Background: an optimization exercise with open tools, aiming at small area. Do not read the settings as production practice. In this exercise RTL edits were held to simulation tests only and were not proved equivalent to the original. No activity file was given, so power comes from the tool's default toggle rates.

## design/flow/run.sh

```bash
#!/bin/bash
# synth_recipe.tcl (not shown) runs the flow's synth.tcl, then flattens the netlist and writes it again
# the make line also repeats each setting of config.mk as NAME=value (left out here)
make -C /OpenROAD-flow-scripts/flow DESIGN_CONFIG=/design/flow/config.mk WORK_HOME=/design/flow/orfs CLKGATE_MAP_FILE= SYNTH_SCRIPT=/design/flow/synth_recipe.tcl finish
```

## design/flow/constraint.sdc

```tcl
create_clock -name core_clock -period 10.0 [get_ports {Clk}]
set_input_delay 2.0000 -clock core_clock [delete_from_list [all_inputs] [get_ports {Clk}]]
set_output_delay 2.0000 -clock core_clock [all_outputs]
set_load 0.01 [all_outputs]
```

## design/flow/design.v

```verilog
`timescale 1ns / 1ns
module Top(Clk, Rst, DivRst, Start, LED, LCD_Data, LCD_E, LCD_RS, LCD_RW);
   input Clk, Rst, DivRst;
   input Start;
   output [7:0] LED;
   output [11:8] LCD_Data;
   output LCD_E, LCD_RS, LCD_RW;
   reg [3:0] c12;
   reg [3:0] c10;
   always @(posedge Clk) begin
      if (DivRst) begin
         c12 <= 0;
         c10 <= 0;
      end
      else begin
         c12 <= (c12 == 11) ? 4'd0 : c12 + 4'd1;
         c10 <= (c10 == 9) ? 4'd0 : c10 + 4'd1;
      end
   end
   wire TickMS  = !DivRst && c12 == 5;
   wire TickLCD = !DivRst && c10 == 4;
   localparam G_BEGIN = 3'd0, G_WAIT = 3'd1, G_COUNTER = 3'd2, G_CHEAT = 3'd3,
              G_LOSE = 3'd4, G_WIN = 3'd5, G_WAITR = 3'd6;
   reg [2:0] gs;
   reg [12:0] X;       
   reg [12:0] Deb;     
   reg [10:0] T;       
   reg [10:0] R;       
   reg RecAck, Cheat, Slow, Wait, LCDUpdate, LEDr;
   wire LCDAck;
   wire inW = (gs == G_WAIT) || (gs == G_CHEAT);
   wire [8:0] RT = inW ? 9'd0 : X[8:0];
   always @(posedge Clk) if (TickMS) begin
      if (Rst) R <= 0;
      else R <= (R == 2001) ? 11'd0 : R + 11'd1;
   end
   always @(posedge Clk) if (TickMS) begin
      if (Rst) begin
         gs <= G_BEGIN;
         RecAck <= 0;
         if (inW) X <= 0;
      end
      else begin
         case (gs)
           G_BEGIN: begin
              LEDr <= 0; Cheat <= 0; Slow <= 0; Wait <= 0;
              if (!RecAck) LCDUpdate <= 1;
              if (LCDAck) begin RecAck <= 1; LCDUpdate <= 0; end
              Deb <= 0;
              X <= 13'd0;
              if (Start) begin
                 gs <= G_WAITR;
                 T <= R;
                 RecAck <= 0;
              end
           end
           G_WAIT, G_WAITR: begin
              Deb <= Deb + 13'd1;
              X <= (gs == G_WAITR) ? 13'd7193 : X + 13'd1;
              if (!Wait) begin Wait <= 1; LCDUpdate <= 1; end
              Slow <= 0; Cheat <= 0; LEDr <= 0;
              if (LCDAck) LCDUpdate <= 0;
              gs <= G_WAIT;
              if (gs == G_WAIT && X == {2'b00, T}) begin
                 gs <= G_COUNTER;
                 Wait <= 0;
                 Deb <= 0;
                 X <= 0;
              end
              else if (Deb > 500 && Start) begin
                 gs <= G_CHEAT;
                 Wait <= 0;
                 Deb <= 0;
              end
           end
           G_COUNTER: begin
              Wait <= 0;
              Deb <= 0;
              LEDr <= 1;
              X <= X + 13'd1;
              if (X >= 500) gs <= G_LOSE;
              else if (Start) gs <= G_WIN;
           end
           G_CHEAT: begin
              if (!Cheat) begin Cheat <= 1; LCDUpdate <= 1; end
              Wait <= 0;
              Deb <= Deb + 13'd1;
              if (LCDAck) LCDUpdate <= 0;
              if (Start && Deb > 500) begin
                 gs <= G_WAIT;
                 T <= R;
                 Cheat <= 0;
                 Deb <= 0;
              end
           end
           G_LOSE: begin
              if (!Slow) begin Slow <= 1; LCDUpdate <= 1; end
              if (LCDAck) LCDUpdate <= 0;
              if (Start) begin
                 gs <= G_WAITR;
                 T <= R;
              end
           end
           G_WIN: begin
              if (!RecAck) LCDUpdate <= 1;
              Deb <= Deb + 13'd1;
              if (LCDAck) LCDUpdate <= 0;
              RecAck <= 1;
              if (Start && Deb > 100) begin
                 gs <= G_WAITR;
                 T <= R;
                 Deb <= 0;
              end
           end
           default: ;
         endcase
      end
   end
   assign LED = {8{LEDr}};
   localparam D_INIT = 3'd0, D_WAIT = 3'd1, D_ACK = 3'd2,
              D_XC = 3'd4, D_XS = 3'd5, D_XW = 3'd6, D_XR = 3'd7;
   localparam M_CHEAT = 2'd0, M_SLOW = 2'd1, M_WAIT = 2'd2, M_REACT = 2'd3;
   reg [2:0] ds;
   reg AckR;
   reg [1:0] dtype;    
   reg [8:0] drt;
   reg [1:0] stype;    
   reg [8:0] srt;
   assign LCDAck = AckR;
   wire GO = (ds == D_ACK) || (ds == D_WAIT && AckR);
   always @(posedge Clk) if (TickLCD) begin
      if (Rst) begin
         ds <= D_INIT;
         AckR <= 0;
      end
      else begin
         AckR <= 0;
         case (ds)
           D_INIT: ds <= D_WAIT;
           D_WAIT: begin
              if (LCDUpdate) begin
                 if (Cheat) ds <= D_XC;
                 else if (Slow) ds <= D_XS;
                 else if (Wait) ds <= D_XW;
                 else ds <= D_XR;
              end
           end
           D_ACK: begin
              AckR <= 1;
              if (!LCDUpdate) ds <= D_WAIT;
           end
           default: begin    
              dtype <= ds[1:0];
              drt <= RT;
              ds <= D_ACK;
           end
         endcase
      end
   end
   reg [4:0] slot;
   reg [3:0] r;
   wire idle = (slot == 22) && (r == 11);
   wire preload = (slot == 5) && (r == 11);
   always @(posedge Clk) if (TickLCD) begin
      if (Rst) begin
         slot <= 0;
         r <= 0;
      end
      else if (idle) begin
         if (GO) begin
            slot <= 5;
            r <= 11;
         end
      end
      else if (r == 11) begin
         slot <= slot + 5'd1;
         r <= 0;
      end
      else r <= r + 4'd1;
      if (!Rst && preload) begin
         stype <= dtype;
         srt <= drt;
      end
   end
   reg [3:0] d2, d1, d0;
   reg [19:0] tmp;
   integer i;
   always @* begin
      tmp = {11'd0, srt};
      for (i = 0; i < 9; i = i + 1) begin
         if (tmp[12:9] > 4) tmp[12:9] = tmp[12:9] + 4'd3;
         if (tmp[16:13] > 4) tmp[16:13] = tmp[16:13] + 4'd3;
         tmp = tmp << 1;
      end
      d2 = tmp[20-1:17] & 4'hf;
      d1 = tmp[16:13];
      d0 = tmp[12:9];
   end
   wire [3:0] c = slot - 5'd7;
   reg [7:0] ch;
   always @* begin
      case (stype)
        M_CHEAT: case (c)
           0: ch = "N"; 1: ch = "o"; 2: ch = " "; 3: ch = "C"; 4: ch = "h"; 5: ch = "e";
           6: ch = "a"; 7: ch = "t"; 8: ch = "i"; 9: ch = "n"; 10: ch = "g"; 11: ch = "!";
           default: ch = " ";
        endcase
        M_SLOW: case (c)
           0: ch = "T"; 1: ch = "o"; 2: ch = "o"; 3: ch = " "; 4: ch = "S"; 5: ch = "l";
           6: ch = "o"; 7: ch = "w"; 8: ch = "!";
           default: ch = " ";
        endcase
        M_WAIT: case (c)
           0: ch = "W"; 1: ch = "a"; 2: ch = "i"; 3: ch = "t"; 4: ch = " "; 5: ch = "f";
           6: ch = "o"; 7: ch = "r"; 8: ch = " "; 9: ch = "L"; 10: ch = "E"; 11: ch = "D";
           12: ch = "s"; 13: ch = "."; 14: ch = "."; default: ch = ".";
        endcase
        default: case (c)
           0: ch = "0"; 1: ch = "."; 2: ch = {4'h3, d2}; 3: ch = {4'h3, d1}; 4: ch = {4'h3, d0};
           5: ch = " "; 6: ch = "s";
           default: ch = " ";
        endcase
      endcase
   end
   wire [7:0] byte_ = (slot == 6) ? 8'h80 : ch;
   reg [3:0] pd;
   reg pe;
   wire [6:0] m = {slot[2:0], 4'd0} - {slot[2:0], 2'd0} + {3'd0, r};
   always @* begin
      pd = 4'd0; pe = 1'b0;
      case (m)
        2, 4, 6, 8: pd = 4'h3;
        3, 5, 7: begin pd = 4'h3; pe = 1; end
        9, 11: pd = 4'h2;
        10, 12: begin pd = 4'h2; pe = 1; end
        14: begin pd = 4'h8; pe = 1; end
        16, 20, 24: pe = 1;
        18: begin pd = 4'h6; pe = 1; end
        22: begin pd = 4'hc; pe = 1; end
        26: begin pd = 4'h1; pe = 1; end
        default: ;
      endcase
   end
   wire init = slot < 6;
   wire sendw = (r >= 2) && (r <= 5);
   assign LCD_E  = init ? pe : (r == 2 || r == 4);
   assign LCD_RS = !init && sendw && (slot != 6);
   assign LCD_Data = init ? pd :
                     (r == 2) ? byte_[7:4] :
                     (r == 4) ? byte_[3:0] : 4'd0;
   assign LCD_RW = 1'b0;
endmodule
```

## design/flow/config.mk

```make
export PLATFORM = sky130hd
export DESIGN_NAME = Top
export DESIGN_NICKNAME = Top
export VERILOG_FILES = /design/flow/design.v
export SDC_FILE = /design/flow/constraint.sdc
export NUM_CORES = 4
export LEC_CHECK = 0
export CAP_MARGIN = 20
export CORE_MARGIN = 2
export CORE_UTILIZATION = 40
export SLEW_MARGIN = 20
```

==> notes.md <==
## metrics by stage
step / power [µW] / hold WS, ns / setup WS [ns]
after floorplan: 489.0 / 0.4003 / 3.385
after global placement: 496.9 / 0.4007 / 2.414
after detailed placement: 497.5 / 0.4052 / 2.263
after CTS: 854.9 / 0.4159 / 1.866
after global routing: 876.9 / 0.4293 / 1.329
final: 844.0 / 0.4153 / 1.887
## how the worst max path moves through the flow
stage / endpoint / slack (ns) / cells after the start
3_5_place_dp: LCD_Data[9] / 2.26 / 25
6_report: LCD_Data[9] / 1.89 / 25
3_3_place_gp: LCD_Data[9] / 2.41 / 25
2_1_floorplan: LCD_Data[9] / 3.38 / 24
4_1_cts: LCD_Data[9] / 1.87 / 25
5_1_grt: LCD_Data[9] / 1.33 / 25
## registers in the layout (all words and copies together), names as in the netlist, 4 cells and up
signal and count:
c10 4, slot 5, R 11, c12 4, srt 9, drt 9
r 4, T 11, Deb 13, X 13
## power by group through the flow
stage	clock network, µW	registers [µW]	logic (µW)
final	356	459	28.5
after global routing	384	460	32.6
after CTS	367	459	28.9
after detailed placement	0	469	28.8
after global placement	0	469	28.2
after floorplan	0	467	21.8
## kinds of logic (layout without fill, tap and decap cells)
kind of cell / count (synthesis) / after routing / synth area share [%]
buffers and inverters: 91 / 82 / 5.133
AO/OA/AOI/OAI: 199 / 199 / 19.34
flip-flops: 100 / 100 / 38.06
AND/OR/NAND/NOR: 326 / 326 / 21.57
XOR/XNOR: 60 / 60 / 7.039
multiplexers: 14 / 14 / 1.955
other: 1 / 1 / 0.04884
adder cells (fa/ha/maj): 42 / 42 / 6.844
## final cells by class
cell class	instances	area share (%)
clock buffers	9	2.719
flip-flops and latches	100	35.28
well taps	234	3.534
multi-input cells	642	52.91
clock inverters	7	1.012
inverters	43	1.948
repair buffers	23	2.598
## synth_stat cells, types with 13 or more instances
cell and instances:
a21oi_1 55, and2_1 15, clkbuf_1 29, a31oi_1 19
nor2_1 92, nand2_1 62, o21ai_0 23, nor2b_1 20
edfxtp_1 92, and3_1 13, xor2_1 23, nand3_1 32
nor3_1 23, xnor2_1 36, ha_1 42, nand4_1 18
inv_1 42
## metal layers
layer | GRT usage [%] | part of all wire, % | routed length, µm
met4 | 5.784 | 1.6 | 255
met1 | 21.53 | 48 | 7461
met2 | 26.59 | 48 | 7570
met5 | 0 | 0 | 0
met3 | 1.615 | 2.5 | 399
## worst max-delay path: stages (launching register included)
cell             delay, ns
edfxtp_1              0.44
inv_1                 0.10
ha_1                  0.19
inv_1                 0.05
ha_1                  0.24
xor2_1                0.32
xnor2_1               0.24
nand2_2               0.23
nor2_1                0.23
xnor2_1               0.18
and2_1                0.23
inv_1                 0.08
ha_1                  0.22
o211a_1               0.16
nor3_2                0.24
o21a_1                0.32
mux2i_1               0.11
a21oi_1               0.23
ha_1                  0.33
nor2_1                0.08
a32o_1                0.23
a211oi_4              0.21
xnor2_1               0.10
o221a_1               0.29
o211ai_2              0.15
clkdlybuf4s50_1       0.55
==> results.sh <==
export IMPL_status="timing/DRC/antenna clean"
export IMPL_pwr_share_comb_pct=3.4
export IMPL_synth_main_ff_cell="edfxtp_1"
export IMPL_drt_wl_total_mm=15.69
export IMPL_holdBufCountCts=0
export IMPL_tns_ns=0
export IMPL_slew_violations=0
export IMPL_crit_path_end_kind="output port"
export IMPL_synth_top_area_share_pct=35.98
export IMPL_min_to="srt[6]$_DFFE_PP_"
export IMPL_fillers=1829
export IMPL_cts_setup_buffers=0
export IMPL_layout_nets=865
export IMPL_p_int_uw=665.3
export IMPL_yosysSeqAreaShare_pct=38.06
export IMPL_relSlewSlack_pct=35.27
export IMPL_r2r_cells=7
export IMPL_power_share_sequential_pct=54.4
export IMPL_area_sequential_mm2=0.002923
export IMPL_die_h_um=142.6
export IMPL_ctsLongestPathBuffers=2
export IMPL_final_area_mm2=0.008284
export IMPL_p_leak_uw=0.002912
export IMPL_wire_per_inst_um=14.83
export IMPL_track_usage_pct=15.94
export IMPL_grt_max_degree=29
export IMPL_fin_crit_sh_pct=81.13
export IMPL_period_needed_ns=8.113
export IMPL_max_slew_worst_pin_slew_ns=0.9710
export IMPL_post_place_cells=1042
export IMPL_core_mm2=0.01877
export IMPL_dr_pass1_iters=5
export IMPL_finalHoldViolations=0
export IMPL_insertion_delay_ns=0.35
export IMPL_mostFrequentLayoutCells="edfxtp_1, nor2_1, nand2_1"
export IMPL_die_area_mm2=0.02032
export IMPL_p_switching_uw=178.7
export IMPL_dpl_instance_area_mm2=0.007975
export IMPL_gp_congestion=0.8432
export IMPL_switching_share_pct=21.17
export IMPL_synthDistinctLibCells=94
export IMPL_ctsResizeCount=0
export IMPL_reg2reg_slack_ns=6.60
export IMPL_numPortBuffers=17
export IMPL_crit_fanout=10
export IMPL_ys_ff_latch=100
export IMPL_cp_required_ns=8.00
export IMPL_cts_inserted_buffers=9
export IMPL_syn_mean_instance_area_um2=9.218
export IMPL_cts_tree="built"
export IMPL_insertedDiodeCount=0
export IMPL_async_reset_ff_share_pct=0
export IMPL_detailed_place_hpwl_mm=11.43
export IMPL_synth_edf_count=92
export IMPL_path_class="reg -> out"
export IMPL_drv_cap=0
export IMPL_hp_start="drt[6]$_SDFFCE_PP0P_"
export IMPL_yosysWarnings=1
export IMPL_ios=19
export IMPL_hp_class="reg -> reg"
export IMPL_crit_reg2reg_launch="gs[2]$_SDFFCE_PP0P_"
export IMPL_min_delay_path_depth=0
export IMPL_crit_path_start="srt[6]$_DFFE_PP_"
export IMPL_syn_num_nets=879
export IMPL_powerDensity_mw_per_mm2=101.9
export IMPL_finClkSkew_ns=0.008411
export IMPL_synthTopCellsByArea="edfxtp_1, ha_1, nor2_1, xnor2_1, a21oi_1"
export IMPL_vias=5919
export IMPL_clk_pin_slew_ns=0.07
export IMPL_drc=0
export IMPL_grt_pass1_wl_mm=26.67
export IMPL_clkPwrFrac_pct=42.2
export IMPL_fin_util_pct=44.14
export IMPL_grt_remaining_overflow=0
export IMPL_first_global_vias=5557
export IMPL_r2r_end="Deb[5]$_DFFE_PP_"
export IMPL_start_util_pct=40.91
export IMPL_rows=50
export IMPL_ant_nets=0
export IMPL_die_width_um=142.6
export IMPL_cp_arrival_ns=6.11
export IMPL_yosysTopAreaCell="edfxtp_1"
export IMPL_final_cells=1058
export IMPL_htreeDepth=3
export IMPL_rsz0062_at_grt="no"
export IMPL_via_per_inst=5.595
export IMPL_fmax_mhz=123.3
export IMPL_area_delta_synth_final_pct=7.887
export IMPL_startpoint_type="flop"
export IMPL_netlist_area_mm2=0.007679
export IMPL_cts_num_sinks=100
export IMPL_ir_drop_v=0.00009038
export IMPL_setup_viol=0
export IMPL_detail_route_iter0_violations=294
export IMPL_multi_input_area_mm2=0.004383
export IMPL_clock_root_buffer="clkbuf_16"
export IMPL_antenna_found_initial=0
export IMPL_syn_inst=833
export IMPL_drive_above_1_share_pct=7.160

## static timing again, ports no longer ideal
The flow's constraints put no driver on any port. The routed layout listed below was extracted and timed again, unchanged, in two steps.
Step 1, drivers: a clkbuf_16 drives Clk and a buf_2 each remaining input, both assumed.
Step 2 moves the port delays by t, midway between the first and last clock arrival at a register: inputs arrive t later, outputs are due t later. That takes back most of the time a late clock gives input paths.
Slacks: ideal ports / drivers / drivers and shift; pairs: ideal ports / drivers.
t, ns: 0.381
setup slack, ns: 1.887 / 1.849 / 2.229
worst setup path at the end: register to output
slew at the worst register clock pin (ns): 0.07 / 0.07
worst slew at a driven data input, ns: 0.04
After both steps setup and hold are still met in this run. For this run, drivers alone change the setup slack by -0.038 ns; drivers and shift together by +0.342 ns.
